This design comes from an exercise in tuning for small area, a short achievable clock period and few clock cycles on the open sky130 flow, not from production work. Function was checked by simulation only, so behaviour that the tests miss may differ from the original.

## flow/design.v (module list and top-level ports; edited modules follow where they fit)
// module Milestone_1: 1016 lines
module Milestone_1 (
	input  logic            Clock,
	input  logic            resetn,
	input  logic            start,
	input  logic   [15:0]   SRAM_read_data,
	output logic   [17:0]   SRAM_address,
	output logic   [15:0]   SRAM_write_data,
	output logic            SRAM_we_n,
	output logic            stop
);
  // ...
==> flow/flow/run.sh <==
#!/bin/bash
set -euo pipefail
export BUFFER_PORTS_ARGS="-buffer_cell sky130_fd_sc_hd__buf_2"
export SETUP_SLACK_MARGIN=7.6
bash standard.sh > standard_flow.log 2>&1
==> flow/standard.sh <==
#!/bin/bash
# synth_recipe.tcl (not shown) runs the flow's synth.tcl, then flattens the netlist and writes it again
# the make line also repeats each setting of config.mk as NAME=value (left out here)
make -C /OpenROAD-flow-scripts/flow DESIGN_CONFIG=/design/flow/config.mk WORK_HOME=/design/flow/orfs CLKGATE_MAP_FILE= SYNTH_SCRIPT=/design/flow/synth_recipe.tcl "${@:-finish}"
==> flow/config.mk <==
export PLATFORM = sky130hd
export DESIGN_NAME = Milestone_1
export DESIGN_NICKNAME = Milestone_1
export VERILOG_FILES = /design/flow/design.v
export SDC_FILE = /design/flow/constraint.sdc
export NUM_CORES = 4
export LEC_CHECK = 0
export ABC_CLOCK_PERIOD_IN_PS = 4500
export CAP_MARGIN = 20
export CORE_MARGIN = 2
export CORE_UTILIZATION = 55
export CTS_CLUSTER_DIAMETER = 80
export CTS_CLUSTER_SIZE = 32
export SLEW_MARGIN = 20
==> flow/constraint.sdc <==
create_clock -name core_clock -period 11.0 [get_ports {Clock}]
set_input_delay 2.2000 -clock core_clock [delete_from_list [all_inputs] [get_ports {Clock}]]
set_output_delay 2.2000 -clock core_clock [all_outputs]
set_load 0.01 [all_outputs]
==> flow_summary.ini, run 1 <==
[status]
status = finished clean

[global_route]
grt_pass1_vias = 17500
gr-usage-met1 = 0.400
top_usage_layer = met2
grt_pass1_wl_um = 103000
met2_usage = 0.412
grt_start_max_net_pins = 48
track_usage = 0.267

[synth]
synth_ff_type = dfxtp_1
syn_avg_cell_area_um2 = 10.7
synth_cells = 2496
synth_top_family_by_area = adder cells
synthArstFlopShare = 0.0856

[route]
routed-wl-met3_um = 3600

[cts]
cts_sinks = 432
cts_setup_buffers = 26
cts_resized = 49
h-tree-depth = 1
numCtsBuffers = 28

[min_path]
holdCritStartpoint = e_negv

[setup_path]
r2r_end = gc
cp_max_fo = 1
path_buf_inv = 1

[final_layout]
reg_top3 = uw x48, vw x40
nNonClkInverters = 479
multi_input_area_share = 0.496
final_common_cell = inv_1
fin_nets = 3056
nClkBuffers = 29
multi_input_area_mm2 = 0.0146

[floorplanning]
coreArea_mm2 = 0.0479
taps = 615
die_y_um = 225
Testbench counts, summed over its fixed seeds: cycles 772,864.
==> run 2: changes to the inputs <==
--- a/flow/design.v
+++ b/flow/design.v
@@ -8,396 +8,361 @@
 	output logic   [17:0]   SRAM_address,
 	output logic   [15:0]   SRAM_write_data,
 	output logic            SRAM_we_n,
 	output logic            stop
 );
 localparam [17:0] U_BASE = 18'd38400;
 localparam [17:0] V_BASE = 18'd57600;
 localparam [17:0] RGB_BASE = 18'd146944;
-logic        run, pre;
+logic        run, pre, xg, xga;
 logic [2:0]  p, pa;
 logic [7:0]  kk, kka;
 logic [15:0] ycnt;
 logic [17:0] waddr;
 logic [7:0]  cyr, ylo;
 logic [7:0]  uw [0:5];
 logic [7:0]  vw [0:5];
 logic [7:0]  uhi, ulo, vlo;
 logic [8:0]  opu, opv;
 logic        negu, negv;
 logic [7:0]  bhold;
 logic [2:0] np;
 logic [7:0] nkk;
-logic       row_end, last_row;
-assign row_end  = (p == 3'd4) && (kk == 8'd160);
+logic       nxg, row_end, last_row;
+assign row_end  = (p == 3'd4) && (kk == 8'd160) && !xg;
 assign last_row = (ycnt == 16'd38400) && !pre;
 always_comb begin
+	nxg = 1'b0;
 	nkk = kka;
 	np  = pa + 3'd1;
-	if (pa == 3'd4) begin
+	if (xga && pa == 3'd5) begin
+		nxg = 1'b1;
+		np  = 3'd6;
+	end else if (xga) begin
+		nkk = 8'd0;
 		np  = 3'd0;
-		nkk = (kka == 8'd160) ? 8'd0 : kka + 8'd1;
+	end else if (pa == 3'd4) begin
+		np = 3'd0;
+		if (kka == 8'd160) begin
+			nxg = 1'b1;
+			np  = 3'd5;
+		end else begin
+			nkk = kka + 8'd1;
+		end
 	end
 end
-logic        n_rd_y, n_wr, n_rd_uv, b_rd_y, b_wr, b_rd_uv, b_isv;
-logic [1:0]  b_off;
+logic        n_rd_y, n_wr, n_rd_uv;
 logic [17:0] uv_addr;
 logic [1:0]  uv_off;
 logic        uv_isv;
 always_comb begin
 	n_rd_y  = 1'b0;
 	n_wr    = 1'b0;
 	n_rd_uv = 1'b0;
 	uv_off  = 2'd2;
 	uv_isv  = 1'b0;
-	if (nkk == 8'd0) begin
-		case (np)
+	if (xga) begin
+		n_rd_uv = 1'b1; uv_isv = 1'b1; uv_off = (pa == 3'd5) ? 2'd0 : 2'd1;
+	end else if (kka == 8'd0) begin
+		case (pa)
 			3'd1: n_rd_y = 1'b1;
 			3'd2: begin n_rd_uv = 1'b1; uv_isv = 1'b0; uv_off = 2'd2; end
 			default: ;
 		endcase
 	end else begin
-		case (np)
+		case (pa)
 			3'd0: begin
-				if (nkk == 8'd158) begin n_rd_uv = 1'b1; uv_isv = 1'b0; uv_off = pre ? 2'd0 : 2'd1; end
-				else if (nkk == 8'd159) begin n_rd_uv = 1'b1; uv_isv = 1'b0; uv_off = pre ? 2'd1 : 2'd2; end
-				else if (nkk == 8'd160) begin n_rd_uv = 1'b1; uv_isv = 1'b1; uv_off = 2'd0; end
-				else if (!nkk[0]) begin
+				if (!kka[0]) begin
 					uv_isv = 1'b0;
-					n_rd_uv = (nkk <= 8'd154);
+					if (kka == 8'd160) begin n_rd_uv = 1'b1; uv_off = 2'd0; end
+					else n_rd_uv = (kka <= 8'd154);
 				end else begin
 					uv_isv = 1'b1;
-					n_rd_uv = (nkk <= 8'd155);
+					n_rd_uv = (kka <= 8'd155);
 				end
 			end
 			3'd1: begin
-				if (nkk == 8'd160) begin n_rd_uv = 1'b1; uv_isv = 1'b1; uv_off = 2'd1; end
-				else n_rd_y = !pre;
+				if (kka == 8'd160) begin n_rd_uv = 1'b1; uv_isv = 1'b0; uv_off = 2'd1; end
+				else n_rd_y = 1'b1;
 			end
-			default: n_wr = 1'b1;
+			default: n_wr = !pre;
 		endcase
 	end
 end
-assign uv_addr = {3'd0, ycnt[15:1]} + (b_isv ? V_BASE : U_BASE) + {16'd0, b_off};
+assign uv_addr = {3'd0, ycnt[15:1]} + (uv_isv ? V_BASE : U_BASE) + {16'd0, uv_off};
 always_ff @(posedge Clock or negedge resetn) begin
 	if (~resetn) begin
 		run <= 1'b0;
 		stop <= 1'b0;
+		pre <= 1'b0;
+		xg <= 1'b0;
+		p <= 3'd0;
+		kk <= 8'd0;
+		pa <= 3'd0;
+		kka <= 8'd0;
+		xga <= 1'b0;
 		ycnt <= 16'd0;
 		waddr <= RGB_BASE;
+		SRAM_address <= 18'd0;
 		SRAM_we_n <= 1'b1;
 	end else begin
 		SRAM_we_n <= 1'b1;
 		if (!run) begin
-			run <= start && !stop;
+			if (start && !stop) begin
+				run <= 1'b1;
+				pre <= 1'b1;
+				p <= 3'd0;
+				kk <= 8'd160;
+				pa <= 3'd1;
+				kka <= 8'd160;
+				SRAM_address <= U_BASE;
+			end
 		end else if (row_end && last_row) begin
 			run <= 1'b0;
 			stop <= 1'b1;
-		end else if (b_rd_y) begin
-			ycnt <= ycnt + 16'd1;
-		end else if (b_wr && !pre) begin
-			waddr <= waddr + 18'd1;
-			SRAM_we_n <= 1'b0;
+		end else begin
+			p <= pa;
+			kk <= kka;
+			xg <= xga;
+			pa <= np;
+			kka <= nkk;
+			xga <= nxg;
+			if (xga) pre <= 1'b0;
+			if (n_rd_y) begin
+				SRAM_address <= {2'd0, ycnt};
+				ycnt <= ycnt + 16'd1;
+			end else if (n_wr) begin
+				SRAM_address <= waddr;
+				waddr <= waddr + 18'd1;
+				SRAM_we_n <= 1'b0;
+			end else if (n_rd_uv) begin
+				SRAM_address <= uv_addr;
+			end
 		end
 	end
 end
-always_ff @(posedge Clock) begin
-	if (!run) begin
-		pre <= 1'b1;
-		p <= 3'd0;
-		kk <= 8'd158;
-		pa <= 3'd1;
-		kka <= 8'd158;
-		SRAM_address <= U_BASE;
-		b_rd_y <= 1'b0;
-		b_wr <= 1'b0;
-		b_rd_uv <= 1'b0;
-		b_isv <= 1'b0;
-		b_off <= 2'd0;
-	end else begin
-		p <= pa;
-		kk <= kka;
-		pa <= np;
-		kka <= nkk;
-		if (p == 3'd4 && kk == 8'd160) pre <= 1'b0;
-		b_rd_y <= n_rd_y;
-		b_wr <= n_wr;
-		b_rd_uv <= n_rd_uv;
-		b_isv <= uv_isv;
-		b_off <= uv_off;
-		if (b_rd_y)
-			SRAM_address <= {2'd0, ycnt};
-		else if (b_wr && !pre)
-			SRAM_address <= waddr;
-		else if (b_rd_uv)
-			SRAM_address <= uv_addr;
-	end
-end
 logic c_s1v, c_tmode, c_tm2, c_tm3, c_isv3, c_first_i, c_ld_opu, c_ld_opv;
 logic c_cap_even, c_first_e, c_w1, c_w2;
 always_ff @(posedge Clock) begin
 	c_s1v      <= (pa == 3'd2);
-	c_tmode    <= (pa == 3'd0) && (kka == 8'd0);
+	c_tmode    <= (pa == 3'd0) && (kka == 8'd0) && !xga;
 	c_tm2      <= c_tmode;
 	c_tm3      <= c_tm2;
 	c_isv3     <= (pa == 3'd4);
-	c_first_i  <= (kka == 8'd0);
+	c_first_i  <= (kka == 8'd0) && !xga;
 	c_ld_opu   <= (pa == 3'd3);
 	c_ld_opv   <= (pa == 3'd4);
 	c_cap_even <= (pa == 3'd4);
 	c_first_e  <= (kka == 8'd1);
 	c_w1       <= (pa == 3'd1);
 	c_w2       <= (pa == 3'd2);
 end
 logic [7:0] rd_hi, rd_lo, vin;
 assign rd_hi = SRAM_read_data[15:8];
 assign rd_lo = SRAM_read_data[7:0];
 assign vin = (kk >= 8'd157) ? vw[5] : (kk[0] ? rd_hi : vlo);
 always_ff @(posedge Clock) begin
-	if (p == 3'd3 && kk <= 8'd159) begin
+	if (p == 3'd3 && kk <= 8'd159 && !xg) begin
 		cyr <= rd_hi;
 		ylo <= rd_lo;
-	end else if (p == 3'd4) begin
+	end else if (p == 3'd4 && !xg) begin
 		cyr <= ylo;
 	end
-	if (kk == 8'd159 && p == 3'd4) begin
-		uw[0] <= uhi; uw[1] <= uhi; uw[2] <= uhi; uw[3] <= ulo;
-	end else if (kk == 8'd159 && p == 3'd2) begin
+	if (kk == 8'd160 && p == 3'd2 && !xg) begin
+		uw[0] <= rd_hi; uw[1] <= rd_hi; uw[2] <= rd_hi; uw[3] <= rd_lo;
+	end else if (kk == 8'd160 && p == 3'd3 && !xg) begin
 		uw[4] <= rd_hi; uw[5] <= rd_lo;
-	end else if (p == 3'd0 && kk != 8'd0 && kk != 8'd160) begin
+	end else if (p == 3'd0 && kk != 8'd0 && !xg) begin
 		uw[0] <= uw[1]; uw[1] <= uw[2]; uw[2] <= uw[3]; uw[3] <= uw[4]; uw[4] <= uw[5];
 		uw[5] <= (kk >= 8'd157) ? uw[5] : (kk[0] ? uhi : ulo);
 	end
-	if ((p == 3'd2 && !kk[0] && kk != 8'd0 && (kk <= 8'd154 || kk == 8'd158)) || (p == 3'd4 && kk == 8'd0)) begin
+	if (!xg && ((p == 3'd2 && !kk[0] && kk != 8'd0 && kk <= 8'd154) || (p == 3'd4 && kk == 8'd0))) begin
 		uhi <= rd_hi;
 		ulo <= rd_lo;
 	end
-	if (kk == 8'd160 && p == 3'd2) begin
+	if (kk == 8'd0 && p == 3'd0 && !xg) begin
 		vw[1] <= rd_hi; vw[2] <= rd_hi; vw[3] <= rd_hi; vw[4] <= rd_lo;
-	end else if (kk == 8'd160 && p == 3'd3) begin
+	end else if (kk == 8'd0 && p == 3'd1 && !xg) begin
 		vw[5] <= rd_hi;
-	end else if (p == 3'd2) begin
+	end else if (p == 3'd2 && !xg) begin
 		vw[0] <= vw[1]; vw[1] <= vw[2]; vw[2] <= vw[3]; vw[3] <= vw[4]; vw[4] <= vw[5];
 		vw[5] <= vin;
 	end
-	if ((p == 3'd2 && kk[0] && kk <= 8'd155) || (p == 3'd3 && kk == 8'd160)) vlo <= rd_lo;
+	if (!xg && ((p == 3'd2 && kk[0] && kk <= 8'd155) || (p == 3'd1 && kk == 8'd0))) vlo <= rd_lo;
 end
 logic        uadj;
 logic [7:0]  ia, ib, ic, id, ie, ig;
-logic [8:0]  q2, q3, p2, p3;
-logic [7:0]  ar, gr, am, gm;
+logic [8:0]  q1, q2, q3, p1m, p2, p3;
 logic [0:0]  ntm;
 logic [18:0] ira, irb, ira_r, irb_r, S;
 logic [8:0]  iop;
 logic        ineg, p3big, p3big2;
 always_comb begin
 	if (c_s1v) begin
 		ia = vw[1]; ib = vw[2]; ic = vw[3]; id = vw[4]; ie = vw[5]; ig = vin;
 	end else begin
 		ia = uw[0]; ib = uw[1]; ic = uw[2]; id = uw[3]; ie = uw[4]; ig = uw[5];
 	end
+	q1 = {1'b0, ia} + {1'b0, ig};
 	q2 = {1'b0, ib} + {1'b0, ie};
 	q3 = {1'b0, ic} + {1'b0, id};
 end
 always_ff @(posedge Clock) begin
-	ar    <= ia;
-	gr    <= ig;
+	p1m   <= c_tmode ? 9'd0 : q1;
 	p2    <= q2;
 	p3    <= q3;
 	p3big <= (q3 >= 9'd413);
 end
 assign ntm = ~c_tm2;
-assign am = c_tm2 ? 8'd0 : ar;
-assign gm = c_tm2 ? 8'd0 : gr;
-wire it_s0, it_c0, it_s1, it_c1, it_s2, it_c2, it_s3, it_c3, it_s4, it_c4, it_s5, it_c5, it_s6, it_c6, it_s7, it_c7, it_s8, it_c8, it_s9, it_c9, it_s10, it_c10, it_s11, it_c11, it_s12, it_c12, it_s13, it_c13, it_s14, it_c14, it_s15, it_c15, it_s16, it_c16, it_s17, it_c17, it_s18, it_c18, it_s19, it_c19, it_s20, it_c20, it_s21, it_c21, it_s22, it_c22, it_s23, it_c23, it_s24, it_c24, it_s25, it_c25, it_s26, it_c26, it_s27, it_c27, it_s28, it_c28, it_s29, it_c29, it_s30, it_c30, it_s31, it_c31, it_s32, it_c32, it_s33, it_c33, it_s34, it_c34, it_s35, it_c35, it_s36, it_c36, it_s37, it_c37, it_s38, it_c38, it_s39, it_c39, it_s40, it_c40, it_s41, it_c41, it_s42, it_c42, it_s43, it_c43, it_s44, it_c44, it_s45, it_c45, it_s46, it_c46, it_s47, it_c47, it_s48, it_c48, it_s49, it_c49, it_s50, it_c50, it_s51, it_c51, it_s52, it_c52, it_s53, it_c53, it_s54, it_c54, it_s55, it_c55, it_s56, it_c56, it_s57, it_c57, it_s58, it_c58, it_s59, it_c59, it_s60, it_c60, it_s61, it_c61, it_s62, it_c62, it_s63, it_c63, it_s64, it_c64, it_s65, it_c65, it_s66, it_c66, it_s67, it_c67, it_s68, it_c68, it_s69, it_c69, it_s70, it_c70, it_s71, it_c71, it_s72, it_c72, it_s73, it_c73, it_s74, it_c74, it_s75, it_c75, it_s76, it_c76, it_s77, it_c77, it_s78, it_c78, it_s79, it_c79, it_s80, it_c80, it_s81, it_c81, it_s82, it_c82, it_s83, it_c83, it_s84, it_c84, it_s85, it_c85, it_s86, it_c86, it_s87, it_c87, it_s88, it_c88, it_s89, it_c89, it_s90, it_c90;
-assign it_s0 = ~p3[5] ^ p3[0];
-assign it_c0 = ~p3[5] & p3[0];
-assign it_s1 = ~p3[6] ^ p3[1] ^ ~p2[4];
-assign it_c1 = (~p3[6] & p3[1]) | (~p3[6] & ~p2[4]) | (p3[1] & ~p2[4]);
-assign it_s2 = p2[2] ^ ~p2[0] ^ am[6];
-assign it_c2 = (p2[2] & ~p2[0]) | (p2[2] & am[6]) | (~p2[0] & am[6]);
-assign it_s3 = ~p3[7] ^ p3[2] ^ p3[0];
-assign it_c3 = (~p3[7] & p3[2]) | (~p3[7] & p3[0]) | (p3[2] & p3[0]);
-assign it_s4 = ~p2[5] ^ p2[3] ^ ~p2[1];
-assign it_c4 = (~p2[5] & p2[3]) | (~p2[5] & ~p2[1]) | (p2[3] & ~p2[1]);
-assign it_s5 = am[7] ^ am[5] ^ am[3];
-assign it_c5 = (am[7] & am[5]) | (am[7] & am[3]) | (am[5] & am[3]);
-assign it_s6 = ~p3[8] ^ p3[3] ^ p3[1];
-assign it_c6 = (~p3[8] & p3[3]) | (~p3[8] & p3[1]) | (p3[3] & p3[1]);
-assign it_s7 = ~p2[6] ^ p2[4] ^ ~p2[2];
-assign it_c7 = (~p2[6] & p2[4]) | (~p2[6] & ~p2[2]) | (p2[4] & ~p2[2]);
-assign it_s8 = p3[4] ^ p3[2] ^ ~p2[7];
-assign it_c8 = (p3[4] & p3[2]) | (p3[4] & ~p2[7]) | (p3[2] & ~p2[7]);
-assign it_s9 = p2[5] ^ ~p2[3];
-assign it_c9 = p2[5] & ~p2[3];
-assign it_s10 = p3[5] ^ p3[3];
-assign it_c10 = p3[5] & p3[3];
-assign it_s11 = ~p3[2] ^ ~p2[0];
-assign it_c11 = ~p3[2] & ~p2[0];
-assign it_s12 = ~p3[3] ^ ~p2[1];
-assign it_c12 = ~p3[3] & ~p2[1];
-assign it_s13 = ~p3[4] ^ ~p2[2] ^ p2[0];
-assign it_c13 = (~p3[4] & ~p2[2]) | (~p3[4] & p2[0]) | (~p2[2] & p2[0]);
-assign it_s14 = am[4] ^ am[2] ^ am[0];
-assign it_c14 = (am[4] & am[2]) | (am[4] & am[0]) | (am[2] & am[0]);
-assign it_s15 = ~p2[3] ^ p2[1] ^ am[5];
-assign it_c15 = (~p2[3] & p2[1]) | (~p2[3] & am[5]) | (p2[1] & am[5]);
-assign it_s16 = am[3] ^ am[1] ^ gm[5];
-assign it_c16 = (am[3] & am[1]) | (am[3] & gm[5]) | (am[1] & gm[5]);
-assign it_s17 = gm[3] ^ gm[1];
-assign it_c17 = gm[3] & gm[1];
-assign it_s18 = am[4] ^ am[2] ^ gm[6];
-assign it_c18 = (am[4] & am[2]) | (am[4] & gm[6]) | (am[2] & gm[6]);
-assign it_s19 = gm[4] ^ gm[2] ^ 1'b1;
-assign it_c19 = (gm[4] & gm[2]) | (gm[4] & 1'b1) | (gm[2] & 1'b1);
-assign it_s20 = it_c0 ^ it_s1 ^ it_s2;
-assign it_c20 = (it_c0 & it_s1) | (it_c0 & it_s2) | (it_s1 & it_s2);
-assign it_s21 = gm[7] ^ gm[5] ^ gm[3];
-assign it_c21 = (gm[7] & gm[5]) | (gm[7] & gm[3]) | (gm[5] & gm[3]);
-assign it_s22 = ntm[0] ^ it_c1 ^ it_c2;
-assign it_c22 = (ntm[0] & it_c1) | (ntm[0] & it_c2) | (it_c1 & it_c2);
-assign it_s23 = it_s3 ^ it_s4 ^ it_s5;
-assign it_c23 = (it_s3 & it_s4) | (it_s3 & it_s5) | (it_s4 & it_s5);
-assign it_s24 = am[6] ^ am[4] ^ gm[6];
-assign it_c24 = (am[6] & am[4]) | (am[6] & gm[6]) | (am[4] & gm[6]);
-assign it_s25 = gm[4] ^ it_c3 ^ it_c4;
-assign it_c25 = (gm[4] & it_c3) | (gm[4] & it_c4) | (it_c3 & it_c4);
-assign it_s26 = it_c5 ^ it_s6 ^ it_s7;
-assign it_c26 = (it_c5 & it_s6) | (it_c5 & it_s7) | (it_s6 & it_s7);
-assign it_s27 = am[7] ^ am[5] ^ gm[7];
-assign it_c27 = (am[7] & am[5]) | (am[7] & gm[7]) | (am[5] & gm[7]);
-assign it_s28 = gm[5] ^ 1'b1 ^ it_c6;
-assign it_c28 = (gm[5] & 1'b1) | (gm[5] & it_c6) | (1'b1 & it_c6);
-assign it_s29 = it_c7 ^ it_s8 ^ it_s9;
-assign it_c29 = (it_c7 & it_s8) | (it_c7 & it_s9) | (it_s8 & it_s9);
-assign it_s30 = ~p2[8] ^ p2[6] ^ ~p2[4];
-assign it_c30 = (~p2[8] & p2[6]) | (~p2[8] & ~p2[4]) | (p2[6] & ~p2[4]);
-assign it_s31 = am[6] ^ gm[6] ^ 1'b1;
-assign it_c31 = (am[6] & gm[6]) | (am[6] & 1'b1) | (gm[6] & 1'b1);
-assign it_s32 = it_c8 ^ it_c9 ^ it_s10;
-assign it_c32 = (it_c8 & it_c9) | (it_c8 & it_s10) | (it_c9 & it_s10);
-assign it_s33 = p3[6] ^ p3[4] ^ p2[7];
-assign it_c33 = (p3[6] & p3[4]) | (p3[6] & p2[7]) | (p3[4] & p2[7]);
-assign it_s34 = ~p2[5] ^ am[7] ^ gm[7];
-assign it_c34 = (~p2[5] & am[7]) | (~p2[5] & gm[7]) | (am[7] & gm[7]);
-assign it_s35 = p3[7] ^ p3[5];
-assign it_c35 = p3[7] & p3[5];
-assign it_s36 = am[2] ^ am[0] ^ gm[2];
-assign it_c36 = (am[2] & am[0]) | (am[2] & gm[2]) | (am[0] & gm[2]);
-assign it_s37 = am[3] ^ am[1] ^ gm[3];
-assign it_c37 = (am[3] & am[1]) | (am[3] & gm[3]) | (am[1] & gm[3]);
-assign it_s38 = gm[1] ^ it_c11;
-assign it_c38 = gm[1] & it_c11;
-assign it_s39 = gm[4] ^ gm[2] ^ gm[0];
-assign it_c39 = (gm[4] & gm[2]) | (gm[4] & gm[0]) | (gm[2] & gm[0]);
-assign it_s40 = it_c12 ^ it_s13 ^ it_s14;
-assign it_c40 = (it_c12 & it_s13) | (it_c12 & it_s14) | (it_s13 & it_s14);
-assign it_s41 = it_s0 ^ it_c13 ^ it_c14;
-assign it_c41 = (it_s0 & it_c13) | (it_s0 & it_c14) | (it_c13 & it_c14);
-assign it_s42 = it_s15 ^ it_s16 ^ it_s17;
-assign it_c42 = (it_s15 & it_s16) | (it_s15 & it_s17) | (it_s16 & it_s17);
-assign it_s43 = it_c15 ^ it_c16 ^ it_c17;
-assign it_c43 = (it_c15 & it_c16) | (it_c15 & it_c17) | (it_c16 & it_c17);
-assign it_s44 = it_s18 ^ it_s19 ^ it_s20;
-assign it_c44 = (it_s18 & it_s19) | (it_s18 & it_s20) | (it_s19 & it_s20);
-assign it_s45 = it_c18 ^ it_c19 ^ it_c20;
-assign it_c45 = (it_c18 & it_c19) | (it_c18 & it_c20) | (it_c19 & it_c20);
-assign it_s46 = it_s21 ^ it_s22 ^ it_s23;
-assign it_c46 = (it_s21 & it_s22) | (it_s21 & it_s23) | (it_s22 & it_s23);
-assign it_s47 = it_c21 ^ it_c22 ^ it_c23;
-assign it_c47 = (it_c21 & it_c22) | (it_c21 & it_c23) | (it_c22 & it_c23);
-assign it_s48 = it_s24 ^ it_s25 ^ it_s26;
-assign it_c48 = (it_s24 & it_s25) | (it_s24 & it_s26) | (it_s25 & it_s26);
-assign it_s49 = it_c24 ^ it_c25 ^ it_c26;
-assign it_c49 = (it_c24 & it_c25) | (it_c24 & it_c26) | (it_c25 & it_c26);
-assign it_s50 = it_s27 ^ it_s28 ^ it_s29;
-assign it_c50 = (it_s27 & it_s28) | (it_s27 & it_s29) | (it_s28 & it_s29);
-assign it_s51 = it_c27 ^ it_c28 ^ it_c29;
-assign it_c51 = (it_c27 & it_c28) | (it_c27 & it_c29) | (it_c28 & it_c29);
-assign it_s52 = it_s30 ^ it_s31 ^ it_s32;
-assign it_c52 = (it_s30 & it_s31) | (it_s30 & it_s32) | (it_s31 & it_s32);
-assign it_s53 = it_c10 ^ it_c30 ^ it_c31;
-assign it_c53 = (it_c10 & it_c30) | (it_c10 & it_c31) | (it_c30 & it_c31);
-assign it_s54 = it_c32 ^ it_s33 ^ it_s34;
-assign it_c54 = (it_c32 & it_s33) | (it_c32 & it_s34) | (it_s33 & it_s34);
-assign it_s55 = p2[8] ^ ~p2[6] ^ 1'b1;
-assign it_c55 = (p2[8] & ~p2[6]) | (p2[8] & 1'b1) | (~p2[6] & 1'b1);
-assign it_s56 = it_c33 ^ it_c34 ^ it_s35;
-assign it_c56 = (it_c33 & it_c34) | (it_c33 & it_s35) | (it_c34 & it_s35);
-assign it_s57 = p3[8] ^ p3[6] ^ ~p2[7];
-assign it_c57 = (p3[8] & p3[6]) | (p3[8] & ~p2[7]) | (p3[6] & ~p2[7]);
-assign it_s58 = 1'b1 ^ it_c35;
-assign it_c58 = 1'b1 & it_c35;
-assign it_s59 = p3[7] ^ ~p2[8];
-assign it_c59 = p3[7] & ~p2[8];
-assign it_s60 = ~p3[0] ^ am[0];
-assign it_c60 = ~p3[0] & am[0];
-assign it_s61 = ~p3[1] ^ am[1];
-assign it_c61 = ~p3[1] & am[1];
-assign it_s62 = gm[0] ^ 1'b1 ^ it_s11;
-assign it_c62 = (gm[0] & 1'b1) | (gm[0] & it_s11) | (1'b1 & it_s11);
-assign it_s63 = it_s12 ^ it_c36 ^ it_s37;
-assign it_c63 = (it_s12 & it_c36) | (it_s12 & it_s37) | (it_c36 & it_s37);
-assign it_s64 = it_c37 ^ it_c38 ^ it_s39;
-assign it_c64 = (it_c37 & it_c38) | (it_c37 & it_s39) | (it_c38 & it_s39);
-assign it_s65 = it_c39 ^ it_c40 ^ it_s41;
-assign it_c65 = (it_c39 & it_c40) | (it_c39 & it_s41) | (it_c40 & it_s41);
-assign it_s66 = it_c41 ^ it_c42 ^ it_s43;
-assign it_c66 = (it_c41 & it_c42) | (it_c41 & it_s43) | (it_c42 & it_s43);
-assign it_s67 = it_c43 ^ it_c44 ^ it_s45;
-assign it_c67 = (it_c43 & it_c44) | (it_c43 & it_s45) | (it_c44 & it_s45);
-assign it_s68 = it_c45 ^ it_c46 ^ it_s47;
-assign it_c68 = (it_c45 & it_c46) | (it_c45 & it_s47) | (it_c46 & it_s47);
-assign it_s69 = it_c47 ^ it_c48 ^ it_s49;
-assign it_c69 = (it_c47 & it_c48) | (it_c47 & it_s49) | (it_c48 & it_s49);
-assign it_s70 = it_c49 ^ it_c50 ^ it_s51;
-assign it_c70 = (it_c49 & it_c50) | (it_c49 & it_s51) | (it_c50 & it_s51);
-assign it_s71 = it_c51 ^ it_c52 ^ it_s53;
-assign it_c71 = (it_c51 & it_c52) | (it_c51 & it_s53) | (it_c52 & it_s53);
-assign it_s72 = it_c53 ^ it_c54 ^ it_s55;
-assign it_c72 = (it_c53 & it_c54) | (it_c53 & it_s55) | (it_c54 & it_s55);
-assign it_s73 = it_c55 ^ it_c56 ^ it_s57;
-assign it_c73 = (it_c55 & it_c56) | (it_c55 & it_s57) | (it_c56 & it_s57);
-assign it_s74 = 1'b1 ^ it_c57 ^ it_c58;
-assign it_c74 = (1'b1 & it_c57) | (1'b1 & it_c58) | (it_c57 & it_c58);
-assign it_s75 = gm[0] ^ 1'b1;
-assign it_c75 = gm[0] & 1'b1;
-assign it_s76 = gm[1] ^ it_c60 ^ it_s61;
-assign it_c76 = (gm[1] & it_c60) | (gm[1] & it_s61) | (it_c60 & it_s61);
-assign it_s77 = it_s36 ^ it_c61 ^ it_s62;
-assign it_c77 = (it_s36 & it_c61) | (it_s36 & it_s62) | (it_c61 & it_s62);
-assign it_s78 = it_s38 ^ it_c62 ^ it_s63;
-assign it_c78 = (it_s38 & it_c62) | (it_s38 & it_s63) | (it_c62 & it_s63);
-assign it_s79 = it_s40 ^ it_c63 ^ it_s64;
-assign it_c79 = (it_s40 & it_c63) | (it_s40 & it_s64) | (it_c63 & it_s64);
-assign it_s80 = it_s42 ^ it_c64 ^ it_s65;
-assign it_c80 = (it_s42 & it_c64) | (it_s42 & it_s65) | (it_c64 & it_s65);
-assign it_s81 = it_s44 ^ it_c65 ^ it_s66;
-assign it_c81 = (it_s44 & it_c65) | (it_s44 & it_s66) | (it_c65 & it_s66);
-assign it_s82 = it_s46 ^ it_c66 ^ it_s67;
-assign it_c82 = (it_s46 & it_c66) | (it_s46 & it_s67) | (it_c66 & it_s67);
-assign it_s83 = it_s48 ^ it_c67 ^ it_s68;
-assign it_c83 = (it_s48 & it_c67) | (it_s48 & it_s68) | (it_c67 & it_s68);
-assign it_s84 = it_s50 ^ it_c68 ^ it_s69;
-assign it_c84 = (it_s50 & it_c68) | (it_s50 & it_s69) | (it_c68 & it_s69);
-assign it_s85 = it_s52 ^ it_c69 ^ it_s70;
-assign it_c85 = (it_s52 & it_c69) | (it_s52 & it_s70) | (it_c69 & it_s70);
-assign it_s86 = it_s54 ^ it_c70 ^ it_s71;
-assign it_c86 = (it_s54 & it_c70) | (it_s54 & it_s71) | (it_c70 & it_s71);
-assign it_s87 = it_s56 ^ it_c71 ^ it_s72;
-assign it_c87 = (it_s56 & it_c71) | (it_s56 & it_s72) | (it_c71 & it_s72);
-assign it_s88 = it_s58 ^ it_c72 ^ it_s73;
-assign it_c88 = (it_s58 & it_c72) | (it_s58 & it_s73) | (it_c72 & it_s73);
-assign it_s89 = it_s59 ^ it_c73 ^ it_s74;
-assign it_c89 = (it_s59 & it_c73) | (it_s59 & it_s74) | (it_c73 & it_s74);
-assign it_s90 = p3[8] ^ it_c59 ^ it_c74;
-assign it_c90 = (p3[8] & it_c59) | (p3[8] & it_c74) | (it_c59 & it_c74);
-assign ira = {1'b1, 1'b1, 1'b1, it_c89, it_c88, it_c87, it_c86, it_c85, it_c84, it_c83, it_c82, it_c81, it_c80, it_c79, it_c78, it_c77, it_c76, it_c75, it_s60};
-assign irb = {1'b0, 1'b0, it_c90, it_s90, it_s89, it_s88, it_s87, it_s86, it_s85, it_s84, it_s83, it_s82, it_s81, it_s80, it_s79, it_s78, it_s77, it_s76, it_s75};
+wire it_s0, it_c0, it_s1, it_c1, it_s2, it_c2, it_s3, it_c3, it_s4, it_c4, it_s5, it_c5, it_s6, it_c6, it_s7, it_c7, it_s8, it_c8, it_s9, it_c9, it_s10, it_c10, it_s11, it_c11, it_s12, it_c12, it_s13, it_c13, it_s14, it_c14, it_s15, it_c15, it_s16, it_c16, it_s17, it_c17, it_s18, it_c18, it_s19, it_c19, it_s20, it_c20, it_s21, it_c21, it_s22, it_c22, it_s23, it_c23, it_s24, it_c24, it_s25, it_c25, it_s26, it_c26, it_s27, it_c27, it_s28, it_c28, it_s29, it_c29, it_s30, it_c30, it_s31, it_c31, it_s32, it_c32, it_s33, it_c33, it_s34, it_c34, it_s35, it_c35, it_s36, it_c36, it_s37, it_c37, it_s38, it_c38, it_s39, it_c39, it_s40, it_c40, it_s41, it_c41, it_s42, it_c42, it_s43, it_c43, it_s44, it_c44, it_s45, it_c45, it_s46, it_c46, it_s47, it_c47, it_s48, it_c48, it_s49, it_c49, it_s50, it_c50, it_s51, it_c51, it_s52, it_c52, it_s53, it_c53, it_s54, it_c54, it_s55, it_c55, it_s56, it_c56, it_s57, it_c57, it_s58, it_c58, it_s59, it_c59, it_s60, it_c60, it_s61, it_c61, it_s62, it_c62, it_s63, it_c63, it_s64, it_c64, it_s65, it_c65, it_s66, it_c66, it_s67, it_c67, it_s68, it_c68, it_s69, it_c69, it_s70, it_c70;
+assign it_s0 = ~p3[7] ^ p3[2];
+assign it_c0 = ~p3[7] & p3[2];
+assign it_s1 = ~p3[8] ^ p3[3];
+assign it_c1 = ~p3[8] & p3[3];
+assign it_s2 = ~p3[5] ^ p3[0];
+assign it_c2 = ~p3[5] & p3[0];
+assign it_s3 = ~p3[6] ^ p3[1] ^ ~p2[4];
+assign it_c3 = (~p3[6] & p3[1]) | (~p3[6] & ~p2[4]) | (p3[1] & ~p2[4]);
+assign it_s4 = p2[2] ^ ~p2[0] ^ p1m[6];
+assign it_c4 = (p2[2] & ~p2[0]) | (p2[2] & p1m[6]) | (~p2[0] & p1m[6]);
+assign it_s5 = p3[0] ^ ~p2[5] ^ p2[3];
+assign it_c5 = (p3[0] & ~p2[5]) | (p3[0] & p2[3]) | (~p2[5] & p2[3]);
+assign it_s6 = ~p2[1] ^ p1m[7] ^ p1m[5];
+assign it_c6 = (~p2[1] & p1m[7]) | (~p2[1] & p1m[5]) | (p1m[7] & p1m[5]);
+assign it_s7 = p1m[3] ^ ntm[0];
+assign it_c7 = p1m[3] & ntm[0];
+assign it_s8 = p3[1] ^ ~p2[6] ^ p2[4];
+assign it_c8 = (p3[1] & ~p2[6]) | (p3[1] & p2[4]) | (~p2[6] & p2[4]);
+assign it_s9 = ~p2[2] ^ p1m[8] ^ p1m[6];
+assign it_c9 = (~p2[2] & p1m[8]) | (~p2[2] & p1m[6]) | (p1m[8] & p1m[6]);
+assign it_s10 = p1m[4] ^ it_c0 ^ it_s1;
+assign it_c10 = (p1m[4] & it_c0) | (p1m[4] & it_s1) | (it_c0 & it_s1);
+assign it_s11 = p3[4] ^ p3[2] ^ ~p2[7];
+assign it_c11 = (p3[4] & p3[2]) | (p3[4] & ~p2[7]) | (p3[2] & ~p2[7]);
+assign it_s12 = p2[5] ^ ~p2[3] ^ p1m[7];
+assign it_c12 = (p2[5] & ~p2[3]) | (p2[5] & p1m[7]) | (~p2[3] & p1m[7]);
+assign it_s13 = p1m[5] ^ 1'b1 ^ it_c1;
+assign it_c13 = (p1m[5] & 1'b1) | (p1m[5] & it_c1) | (1'b1 & it_c1);
+assign it_s14 = p3[5] ^ p3[3] ^ ~p2[8];
+assign it_c14 = (p3[5] & p3[3]) | (p3[5] & ~p2[8]) | (p3[3] & ~p2[8]);
+assign it_s15 = p2[6] ^ ~p2[4] ^ p1m[8];
+assign it_c15 = (p2[6] & ~p2[4]) | (p2[6] & p1m[8]) | (~p2[4] & p1m[8]);
+assign it_s16 = p1m[6] ^ 1'b1;
+assign it_c16 = p1m[6] & 1'b1;
+assign it_s17 = p3[6] ^ p3[4] ^ p2[7];
+assign it_c17 = (p3[6] & p3[4]) | (p3[6] & p2[7]) | (p3[4] & p2[7]);
+assign it_s18 = p3[7] ^ p3[5];
+assign it_c18 = p3[7] & p3[5];
+assign it_s19 = ~p3[2] ^ ~p2[0];
+assign it_c19 = ~p3[2] & ~p2[0];
+assign it_s20 = ~p3[3] ^ ~p2[1];
+assign it_c20 = ~p3[3] & ~p2[1];
+assign it_s21 = ~p3[4] ^ ~p2[2] ^ p2[0];
+assign it_c21 = (~p3[4] & ~p2[2]) | (~p3[4] & p2[0]) | (~p2[2] & p2[0]);
+assign it_s22 = p1m[4] ^ p1m[2];
+assign it_c22 = p1m[4] & p1m[2];
+assign it_s23 = ~p2[3] ^ p2[1] ^ p1m[5];
+assign it_c23 = (~p2[3] & p2[1]) | (~p2[3] & p1m[5]) | (p2[1] & p1m[5]);
+assign it_s24 = p1m[3] ^ p1m[1] ^ it_s2;
+assign it_c24 = (p1m[3] & p1m[1]) | (p1m[3] & it_s2) | (p1m[1] & it_s2);
+assign it_s25 = p1m[4] ^ p1m[2] ^ 1'b1;
+assign it_c25 = (p1m[4] & p1m[2]) | (p1m[4] & 1'b1) | (p1m[2] & 1'b1);
+assign it_s26 = it_c2 ^ it_s3 ^ it_s4;
+assign it_c26 = (it_c2 & it_s3) | (it_c2 & it_s4) | (it_s3 & it_s4);
+assign it_s27 = it_s0 ^ it_c3 ^ it_c4;
+assign it_c27 = (it_s0 & it_c3) | (it_s0 & it_c4) | (it_c3 & it_c4);
+assign it_s28 = it_s5 ^ it_s6 ^ it_s7;
+assign it_c28 = (it_s5 & it_s6) | (it_s5 & it_s7) | (it_s6 & it_s7);
+assign it_s29 = it_c5 ^ it_c6 ^ it_c7;
+assign it_c29 = (it_c5 & it_c6) | (it_c5 & it_c7) | (it_c6 & it_c7);
+assign it_s30 = it_s8 ^ it_s9 ^ it_s10;
+assign it_c30 = (it_s8 & it_s9) | (it_s8 & it_s10) | (it_s9 & it_s10);
+assign it_s31 = it_c8 ^ it_c9 ^ it_c10;
+assign it_c31 = (it_c8 & it_c9) | (it_c8 & it_c10) | (it_c9 & it_c10);
+assign it_s32 = it_s11 ^ it_s12 ^ it_s13;
+assign it_c32 = (it_s11 & it_s12) | (it_s11 & it_s13) | (it_s12 & it_s13);
+assign it_s33 = it_c11 ^ it_c12 ^ it_c13;
+assign it_c33 = (it_c11 & it_c12) | (it_c11 & it_c13) | (it_c12 & it_c13);
+assign it_s34 = it_s14 ^ it_s15 ^ it_s16;
+assign it_c34 = (it_s14 & it_s15) | (it_s14 & it_s16) | (it_s15 & it_s16);
+assign it_s35 = ~p2[5] ^ p1m[7] ^ it_c14;
+assign it_c35 = (~p2[5] & p1m[7]) | (~p2[5] & it_c14) | (p1m[7] & it_c14);
+assign it_s36 = it_c15 ^ it_c16 ^ it_s17;
+assign it_c36 = (it_c15 & it_c16) | (it_c15 & it_s17) | (it_c16 & it_s17);
+assign it_s37 = p2[8] ^ ~p2[6] ^ p1m[8];
+assign it_c37 = (p2[8] & ~p2[6]) | (p2[8] & p1m[8]) | (~p2[6] & p1m[8]);
+assign it_s38 = 1'b1 ^ it_c17 ^ it_s18;
+assign it_c38 = (1'b1 & it_c17) | (1'b1 & it_s18) | (it_c17 & it_s18);
+assign it_s39 = p3[8] ^ p3[6] ^ ~p2[7];
+assign it_c39 = (p3[8] & p3[6]) | (p3[8] & ~p2[7]) | (p3[6] & ~p2[7]);
+assign it_s40 = 1'b1 ^ it_c18;
+assign it_c40 = 1'b1 & it_c18;
+assign it_s41 = p3[7] ^ ~p2[8];
+assign it_c41 = p3[7] & ~p2[8];
+assign it_s42 = p1m[2] ^ p1m[0];
+assign it_c42 = p1m[2] & p1m[0];
+assign it_s43 = p1m[3] ^ p1m[1] ^ it_c19;
+assign it_c43 = (p1m[3] & p1m[1]) | (p1m[3] & it_c19) | (p1m[1] & it_c19);
+assign it_s44 = p1m[0] ^ it_c20 ^ it_s21;
+assign it_c44 = (p1m[0] & it_c20) | (p1m[0] & it_s21) | (it_c20 & it_s21);
+assign it_s45 = it_c21 ^ it_c22 ^ it_s23;
+assign it_c45 = (it_c21 & it_c22) | (it_c21 & it_s23) | (it_c22 & it_s23);
+assign it_s46 = it_c23 ^ it_c24 ^ it_s25;
+assign it_c46 = (it_c23 & it_c24) | (it_c23 & it_s25) | (it_c24 & it_s25);
+assign it_s47 = it_c25 ^ it_c26 ^ it_s27;
+assign it_c47 = (it_c25 & it_c26) | (it_c25 & it_s27) | (it_c26 & it_s27);
+assign it_s48 = it_c27 ^ it_c28 ^ it_s29;
+assign it_c48 = (it_c27 & it_c28) | (it_c27 & it_s29) | (it_c28 & it_s29);
+assign it_s49 = it_c29 ^ it_c30 ^ it_s31;
+assign it_c49 = (it_c29 & it_c30) | (it_c29 & it_s31) | (it_c30 & it_s31);
+assign it_s50 = it_c31 ^ it_c32 ^ it_s33;
+assign it_c50 = (it_c31 & it_c32) | (it_c31 & it_s33) | (it_c32 & it_s33);
+assign it_s51 = it_c33 ^ it_c34 ^ it_s35;
+assign it_c51 = (it_c33 & it_c34) | (it_c33 & it_s35) | (it_c34 & it_s35);
+assign it_s52 = it_c35 ^ it_c36 ^ it_s37;
+assign it_c52 = (it_c35 & it_c36) | (it_c35 & it_s37) | (it_c36 & it_s37);
+assign it_s53 = it_c37 ^ it_c38 ^ it_s39;
+assign it_c53 = (it_c37 & it_c38) | (it_c37 & it_s39) | (it_c38 & it_s39);
+assign it_s54 = 1'b1 ^ it_c39 ^ it_c40;
+assign it_c54 = (1'b1 & it_c39) | (1'b1 & it_c40) | (it_c39 & it_c40);
+assign it_s55 = ~p3[0] ^ p1m[0];
+assign it_c55 = ~p3[0] & p1m[0];
+assign it_s56 = ~p3[1] ^ p1m[1];
+assign it_c56 = ~p3[1] & p1m[1];
+assign it_s57 = 1'b1 ^ it_s19 ^ it_s42;
+assign it_c57 = (1'b1 & it_s19) | (1'b1 & it_s42) | (it_s19 & it_s42);
+assign it_s58 = it_s20 ^ it_c42 ^ it_s43;
+assign it_c58 = (it_s20 & it_c42) | (it_s20 & it_s43) | (it_c42 & it_s43);
+assign it_s59 = it_s22 ^ it_c43 ^ it_s44;
+assign it_c59 = (it_s22 & it_c43) | (it_s22 & it_s44) | (it_c43 & it_s44);
+assign it_s60 = it_s24 ^ it_c44 ^ it_s45;
+assign it_c60 = (it_s24 & it_c44) | (it_s24 & it_s45) | (it_c44 & it_s45);
+assign it_s61 = it_s26 ^ it_c45 ^ it_s46;
+assign it_c61 = (it_s26 & it_c45) | (it_s26 & it_s46) | (it_c45 & it_s46);
+assign it_s62 = it_s28 ^ it_c46 ^ it_s47;
+assign it_c62 = (it_s28 & it_c46) | (it_s28 & it_s47) | (it_c46 & it_s47);
+assign it_s63 = it_s30 ^ it_c47 ^ it_s48;
+assign it_c63 = (it_s30 & it_c47) | (it_s30 & it_s48) | (it_c47 & it_s48);
+assign it_s64 = it_s32 ^ it_c48 ^ it_s49;
+assign it_c64 = (it_s32 & it_c48) | (it_s32 & it_s49) | (it_c48 & it_s49);
+assign it_s65 = it_s34 ^ it_c49 ^ it_s50;
+assign it_c65 = (it_s34 & it_c49) | (it_s34 & it_s50) | (it_c49 & it_s50);
+assign it_s66 = it_s36 ^ it_c50 ^ it_s51;
+assign it_c66 = (it_s36 & it_c50) | (it_s36 & it_s51) | (it_c50 & it_s51);
+assign it_s67 = it_s38 ^ it_c51 ^ it_s52;
+assign it_c67 = (it_s38 & it_c51) | (it_s38 & it_s52) | (it_c51 & it_s52);
+assign it_s68 = it_s40 ^ it_c52 ^ it_s53;
+assign it_c68 = (it_s40 & it_c52) | (it_s40 & it_s53) | (it_c52 & it_s53);
+assign it_s69 = it_s41 ^ it_c53 ^ it_s54;
+assign it_c69 = (it_s41 & it_c53) | (it_s41 & it_s54) | (it_c53 & it_s54);
+assign it_s70 = p3[8] ^ it_c41 ^ it_c54;
+assign it_c70 = (p3[8] & it_c41) | (p3[8] & it_c54) | (it_c41 & it_c54);
+assign ira = {1'b1, 1'b1, 1'b1, it_c69, it_c68, it_c67, it_c66, it_c65, it_c64, it_c63, it_c62, it_c61, it_c60, it_c59, it_c58, it_c57, it_c56, it_c55, 1'b1};
+assign irb = {1'b0, 1'b0, it_c70, it_s70, it_s69, it_s68, it_s67, it_s66, it_s65, it_s64, it_s63, it_s62, it_s61, it_s60, it_s59, it_s58, it_s57, it_s56, it_s55};
 always_ff @(posedge Clock) begin
 	ira_r  <= ira;
 	irb_r  <= irb;
 	p3big2 <= p3big;
 end
 assign S = ira_r + irb_r;
 always_comb begin
 	iop  = S[16:8] - 9'd128;
==> flow/run.sh (new file) <==
#!/bin/bash
# synth_recipe.tcl (not shown) runs the flow's synth.tcl, then flattens the netlist and writes it again
# the make line also repeats each setting of config.mk as NAME=value (left out here)
make -C /OpenROAD-flow-scripts/flow DESIGN_CONFIG=/design/flow/config.mk WORK_HOME=/design/flow/orfs CLKGATE_MAP_FILE= SYNTH_SCRIPT=/design/flow/synth_recipe.tcl finish
==> flow/config.mk (replaced) <==
export PLATFORM = sky130hd
export DESIGN_NAME = Milestone_1
export DESIGN_NICKNAME = Milestone_1
export VERILOG_FILES = /design/flow/design.v
export SDC_FILE = /design/flow/constraint.sdc
export NUM_CORES = 4
export LEC_CHECK = 0
export ABC_CLOCK_PERIOD_IN_PS = 4500
export CAP_MARGIN = 20
export CORE_MARGIN = 2
export CORE_UTILIZATION = 40
export SETUP_SLACK_MARGIN = 5
export SLEW_MARGIN = 20
removed: flow/flow/run.sh
removed: flow/standard.sh
==> flow_summary.ini, run 2 <==
[cts]
numCtsBuffers = 49
h-tree-depth = 2
clk-insertion-delay-late_ps = 600
clock_path_buffers = 3
cts_tree = done
root_buffer = clkbuf_16
cts_hold_buf = 0
cts_setup_buffers = 0
clk_pin_slew_worst_paths_ps = 70
cts_resized = 0
cts_sinks = 420

[global_route]
grt_start_max_net_pins = 81
track_usage = 0.198
globalRouteOverflowTotal = 0
grt_pass1_vias = 18300
antenna_found_initial = 2
grt_pass1_wl_um = 104000

[timing]
finalSetupTns_ps = 0
period_share = 0.425
max_freq_mhz = 214
finalHoldViolCount = 0
slew_headroom = 0.308
setup_viol = 0
worstMarginPinSlew_ps = 1030
drv_slew = 0
period_needed_ps = 4670
final.setup_skew_ps = 16.8
rsz0062_at_grt = false

[placed_design]
place_congestion = 0.905
dp_hpwl_um = 50400
port_buffers = 54

[final_layout]
finish.utilization = 0.451
largest_reg_flops = 48
reg_top3 = uw x48, vw x40
drive_gt1_frac = 0.0767
filler_cell_count = 6026
final_cell_mix = 412 x inv_1, 303 x nand2_1, 245 x fa_1
multi_input_area_mm2 = 0.0143
final_common_cell = inv_1
area_growth_pct = 12.2
fin_nets = 3006
regMostFlops = uw
regArea_mm2 = 0.0103

[synth]
yosysTopAreaCell = fa_1
synthMuxAreaShare = 0.0376
synth_ff_type = dfxtp_1
synth_top_family_by_area = adder cells
yosys-top-cells-area = fa_1 19%, edfxtp_1 17%, dfxtp_1 15%
synth_cells = 2461
synth_edf_count = 149
synthSimpleGateAreaFrac = 0.101
synthArstFlopShare = 0.190
synth_seq_area_share = 0.391
synth_nets = 2940
yosysUniqueCellTypes = 77
synth_xor_area_frac = 0.0286
yosys_warnings = 3
synthAdderAreaFrac = 0.289
syn_avg_cell_area_um2 = 10.7
synth_top_area_frac = 0.186
netlist_top_cells_count = 412 x inv_1, 303 x nand2_1, 245 x fa_1
synth_area_mm2 = 0.0264
synth-seq-cells = 420
synth_compound_area_frac = 0.0848
synth_most_common_cell = inv_1

[setup_path]
critPathKind = reg2reg
cpPeakStageDelay_ps = 750
cp.arrival_ps = 5160
crit_path_end_kind = flop
path_buf_inv = 1
crit_slowest_cell = nor3_1
path_cells = inv_1, ha_1, or4b_4, nor3_1, nand2_1, o21ai_0, a21oi_1, fa_1, and4_1, a31oi_1, o21ai_0, a221o_1, a211oi_1, nor3_1, mux2_2
worstSetupStartpointType = flop
required_ps = 11490
critical_path.top_delay_family = simple AND/OR/NAND/NOR gates
cp_max_fo = 8

[route]
post_drt_wl_per_cell_um = 19.0
postRouteAntennaNets = 0
firstDrtPassIters = 8
num_vias = 17400
avgViaCountPerCell = 5.08
dr.first_iter.drc_count = 990
drc = 0
drt_wl_total_um = 65300

[floorplanning]
coreArea_mm2 = 0.0655
die_y_um = 261
fp.dieArea_mm2 = 0.0680
initial_core_util = 0.402
fp.dieW_um = 261
ios = 55
row_count = 94

[min_path]
min_path_type = reg2reg

[status]
status = finished clean

[run]
max_cap_viol_count = 0
-- run 2: metrics by stage --
| stage | area (µm²) | hold WS, ps | worst slack, ps | cells |
|---|---|---|---|---|
| 2_1_floorplan | 26400 | 310 | 6840 | 2461 |
| 3_3_place_gp | 27900 | 313 | 5850 | 3340 |
| 3_5_place_dp | 27900 | 319 | 5790 | 3340 |
| 4_1_cts | 29600 | 329 | 6390 | 3431 |
| 5_1_grt | 29600 | 340 | 5870 | 3431 |
| 6_report | 29600 | 322 | 6330 | 3433 |
-- run 2: final timing paths --
kind                            depth (start not counted)  slack (ps)  startpoint          endpoint
worst min-delay path                                    0         320      e_negv           e2_negv
worst max register to register                         15        6330      kka[0]  SRAM_address[16]
min in group asynchronous                               1        1620      resetn             kk[2]
worst min register to register                          0         320      e_negv           e2_negv
max in group asynchronous                               1        8860      resetn           ycnt[2]
worst max-delay path                                   15        6330      kka[0]  SRAM_address[16]
-- run 2: layout make-up --
cell class | instances | area share
Multi-Input combinational cell | 1567 | 0.482
Sequential cell | 420 | 0.349
Inverter | 413 | 0.0524
Clock buffer | 66 | 0.0460
Tap cell | 864 | 0.0366
Timing Repair Buffer | 76 | 0.0239
Clock inverter | 25 | 0.0101
Antenna cell | 2 | 0.000169
-- run 2: metal layers --
metal / share of wire / vias up / global-route usage / wire length, µm
met3: 0.036 / 108 / 0.0261 / 2360
met1: 0.43 / 8741 / 0.250 / 27900
met2: 0.51 / 344 / 0.354 / 33200
met4: 0.028 / 0 / 0.0551 / 1830
li1: - / 8241 / - / -
met5: 0 / - / 0 / 0
-- run 2: kinds of logic (layout without fill, tap and decap cells) --
logic type	Yosys count	after routing
and+or+nand+nor	585	585
buffers and inverters	474	580
adders and majority gates	461	461
DFF	420	420
AOI/OAI and AO/OA	344	344
muxes	91	91
xor gates and xnor gates	86	86
other	0	2
Testbench counts of run 2, summed over its fixed seeds: cycles 774,744.

==> static timing again, ports no longer ideal <==
The results above use ideal ports. As a check the final layouts listed here were re-extracted and re-timed, cells and wires unchanged.
Step 1 sets driving cells, clkbuf_16 on the clock port and buf_2 on the other inputs (assumed; they add their load-dependent delay and slew).
Step 2, shift: input delay + t, output delay - t, t = (earliest + latest rising clock arrival at the registers) / 2. This alone moves slack from input paths to output paths.
Three values: ideal, step 1, step 2; two values: the first two.
| run | t (ns) | slack for setup (ns) | worst setup path at the end | worst data-port slew with drivers (ns) |
|---|---|---|---|---|
| run 1 | 0.655 | 7.562 / 7.505 / 7.598 | register to register | 0.07 |
| run 2 | 0.659 | 6.327 / 6.327 / 5.750 | input to register | 0.04 |
After both steps every run listed still meets setup and hold. For run 2, which loses most, drivers alone change the setup slack by 0.000 ns; drivers and shift together by -0.577 ns.
